From an optimization exercise on the open Yosys and OpenROAD flow, aimed at small area; shortcuts taken in it are not production practice. In this exercise RTL edits were held to simulation tests only and were not proved equivalent to the original. No activity file was given, so power comes from the tool's default toggle rates.

// sobel_accel
module sobel_accel(
        input   wire    [ 2:0]   addr,
        output  reg     [31:0]   rdata,
        input   wire    [31:0]   wdata,
        input   wire             cs,
        input   wire             read,
        input   wire             write,
        input   wire             clk,
        input   wire             rst
);
    reg [31:0] data0, data1, data2, data3, data4, data5;
    always @(posedge clk)
        if (cs & write)
            case (addr)
                3'd0: data0 <= wdata;
                3'd1: data1 <= wdata;
                3'd2: data2 <= wdata;
                3'd3: data3 <= wdata;
                3'd4: data4 <= wdata;
                3'd5: data5 <= wdata;
            endcase
    wire [2:0] ra = addr;
    wire h = ra[2] & (ra[0] | ~ra[1]);
    wire [31:0] ra_n, rb_n, rc_, rd_;
    MUXI32 ma (.s(h), .a(data0), .b(data2), .y(ra_n));
    MUXI32 mb (.s(h), .a(data1), .b(data3), .y(rb_n));
    MUX32  mc (.s(h), .a(data2), .b(data4), .y(rc_));
    MUX32  md (.s(h), .a(data3), .b(data5), .y(rd_));
    wire [6:0] p00, p01, p10, p11, q00, q01, q10, q11;
    wire e00, e01, e10, e11, f00, f01, f10, f11;   
    wire n00, n01, n10, n11;                     
    wire ss = ra[2] & ra[1];                     
    SOBEL  U0 (.t(ra_n), .m(rb_n), .b(rc_), .rd(ss), .mp0(p00), .mq0(q00), .mp1(p01), .mq1(q01),
               .sp0(e00), .sq0(f00), .sp1(e01), .sq1(f01), .ns0(n00), .ns1(n01));
    SOBELX U1 (.t(rb_n), .m(rc_),  .b(rd_), .rd(ss), .mp0(p10), .mq0(q10), .mp1(p11), .mq1(q11),
               .sp0(e10), .sq0(f10), .sp1(e11), .sq1(f11), .ns0(n10), .ns1(n11));
    wire [31:0] resp = {p00, 1'b0, p01, 1'b0, p10, 1'b0, p11, 1'b0};
    wire [31:0] resq = {q00, 1'b0, q01, 1'b0, q10, 1'b0, q11, 1'b0};
    wire sa = ~ra[2] & ~ra[1] & ~ra[0];
    wire sb = ~ra[2] & ~ra[1] & ra[0];
    wire sc = (ra[2] ^ ra[1]) & ~ra[0];    
    wire sd = (ra[2] ^ ra[1]) & ra[0];     
    wire [31:0] rd_next;
  ...
For scale: roughly 72 I/O pins.
export LEC_CHECK = 0
export CAP_MARGIN = 20
export CORE_MARGIN = 2
export CORE_UTILIZATION = 78
export CTS_CLUSTER_DIAMETER = 100
export CTS_CLUSTER_SIZE = 30
export GPL_TIMING_DRIVEN = 1
export SLEW_MARGIN = 20
export SYNTH_HIERARCHICAL = 1
create_clock -name core_clock -period 9.0 [get_ports {clk}]
standard.sh (not shown) runs the stock make flow with config.mk's settings and CLKGATE_MAP_FILE= SYNTH_SCRIPT=/design/flow/synth_recipe.tcl, a recipe that flattens the netlist after the stock synthesis.
==> flow/flow/run.sh <==
#!/bin/bash
# Layout flow: the standard flow (standard.sh), with the standard
# synthesis unchanged and two changes after it:
#  - before floorplanning, every combinational cell that synthesis gave a
#    drive strength above 1 starts at its smallest size (downsize.tcl); the
#    resizer's later timing and design repairs size up again where needed;
#    the buffers synthesis inserted are removed (REMOVE_ABC_BUFFERS);
#  - the port buffers are buf_1 cells.
# Each tool's output goes to a log file of its own in this folder.
set -euo pipefail
here=$(pwd)
bash standard.sh synth > synth.log 2>&1
bash standard.sh PRE_FLOORPLAN_TCL="$here/flow/downsize.tcl" REMOVE_ABC_BUFFERS=1 \
    "BUFFER_PORTS_ARGS=-buffer_cell sky130_fd_sc_hd__buf_1" finish > layout.log 2>&1
==> flow/flow/downsize.tcl <==
# Sourced by ORFS's floorplan.tcl (PRE_FLOORPLAN_TCL) right after the
# synthesised netlist is loaded: swap each combinational cell above drive
# strength 1 for the same function at the smallest drive strength.
set db [ord::get_db]
set block [ord::get_db_block]
set n 0
foreach inst [$block getInsts] {
  set name [[$inst getMaster] getName]
  if {![regexp {^(sky130_fd_sc_hd__[a-z0-9]+)_([0-9]+)$} $name -> base drive]} { continue }
  if {$drive <= 1} { continue }
  if {[regexp {__(df|edf|sdf|dl|sedf|ha|fa)} $base]} { continue }
  foreach d {1 0} {
    set m [$db findMaster ${base}_$d]
    if {$m ne "NULL" && $m ne ""} {
      $inst swapMaster $m
      incr n
      break
    }
  }
}
puts "downsize.tcl: $n cells set to their smallest drive strength"
Rerun with:
- CORE_UTILIZATION: 78 -> 75
After rerunning:
- worst hold slack gets better by 0.012 ns
- clock power hardly moves
- power shrinks by 1.1%
Rerun with:
- CORE_UTILIZATION: 75 -> 70
- GPL_TIMING_DRIVEN: 1 -> 0
- routed wire length came out higher slightly
- total power came out higher by a few percent
- final area came out higher by a few percent
- non-clock buffer count came out lower by 1
- clock skew came out lower by 0.0031 ns
- register-to-register slack improves by 0.07 ns

========
sobel_accel, a different RTL version from the one above (not shown whole).
Size: ~1200 cells after synthesis, ~16000 sq um of cells after synthesis.
export LEC_CHECK = 0
export CAP_MARGIN = 20
export CORE_MARGIN = 2
export CORE_UTILIZATION = 78
export CTS_CLUSTER_DIAMETER = 100
export CTS_CLUSTER_SIZE = 30
export GPL_TIMING_DRIVEN = 1
export SLEW_MARGIN = 20
export SYNTH_HIERARCHICAL = 1
create_clock -name core_clock -period 9.0 [get_ports {clk}]
Scripts as last shown in full above: flow/flow/run.sh, flow/flow/downsize.tcl
==> next run, changes <==
- CAP_MARGIN: 20 -> 0
- CORE_UTILIZATION: 78 -> 75
- SLEW_MARGIN: 20 -> 0
=>
- clock-buffer cell count increases by 2
- final cell count hardly moves
- final area went down by about 0.54%
- via count is lower by about 5%
- sequential power is about the same
- total power drops by 3.2%
- area after synthesis does not change
- clock power went up by about 0.9%
- core utilization goes down by 3.7 points
==> next run, changes <==
- CAP_MARGIN: 0 -> 20
- CTS_CLUSTER_DIAMETER: 100 -> 90
- CTS_CLUSTER_SIZE: 30 -> 36
- SLEW_MARGIN: 0 -> 20
Synthesized cell count does not change.
Core utilization barely changes.
Total power rose by 0.33%.
Final area is about the same.
Setup slack loses 0.020 ns.
Sequential power is about the same.
Clock skew rose by 0.0093 ns.
Die area does not change.
Flip-flop and latch count stays the same.
==> next run, changes <==
- CORE_UTILIZATION: 75 -> 70
- CTS_CLUSTER_DIAMETER: 90 -> 100
- CTS_CLUSTER_SIZE: 36 -> 30
- GPL_TIMING_DRIVEN: 1 -> 0
After rerunning:
- register-to-register slack improved by 0.19 ns
- worst hold slack improves by 0.016 ns
- final cell count increases by 0.64%
- sequential share of layout area came out lower by 0.14 points
- die area climbs by 7.0%
- maximum frequency came out lower by 0.64%
- utilization shrinks by 5.7 points
- final area grows by 0.39%
- synthesized area stays the same
- total power climbs by 0.98%

==> port drivers added, routing unchanged <==
How much do the figures lean on ideal ports? The routed layouts below were timed once more, with nothing changed but the port constraints. Step 1, drivers: a clkbuf_16 drives clk and a buf_2 each remaining input, both assumed. Step 2 moves the port delays by t, midway between the first and last clock arrival at a register: inputs arrive t later, outputs are due t later. That takes back most of the time a late clock gives input paths. a / b / c = no drivers / after step 1 / after step 2; a / b = the first two.
run	t (ns)	slack for setup (ns)	hold slack, ns	slew at the worst register clock pin (ns)
the first run of note 1	0.520	0.150 / 0.175 / -0.345	0.716 / 0.716 / 0.716	0.11 / 0.11
the second run of note 1	0.526	0.347 / 0.372 / -0.155	0.728 / 0.728 / 0.728	0.11 / 0.11
the third run of note 1	0.520	0.111 / 0.129 / -0.391	0.699 / 0.699 / 0.699	0.11 / 0.11
the first run of note 2	0.526	0.105 / 0.126 / -0.400	0.737 / 0.737 / 0.737	0.11 / 0.11
the second run of note 2	0.525	0.212 / 0.236 / -0.289	0.679 / 0.679 / 0.679	0.11 / 0.11
the third run of note 2	0.528	0.192 / 0.216 / -0.312	0.680 / 0.680 / 0.680	0.12 / 0.12
the fourth run of note 2	0.522	0.135 / 0.158 / -0.364	0.695 / 0.695 / 0.695	0.11 / 0.11
Met with ideal ports but missed after step 2: setup timing in every run listed. The setup slack of the first run of note 2, which loses most, moves by +0.021 ns with the drivers and by -0.505 ns with both steps.
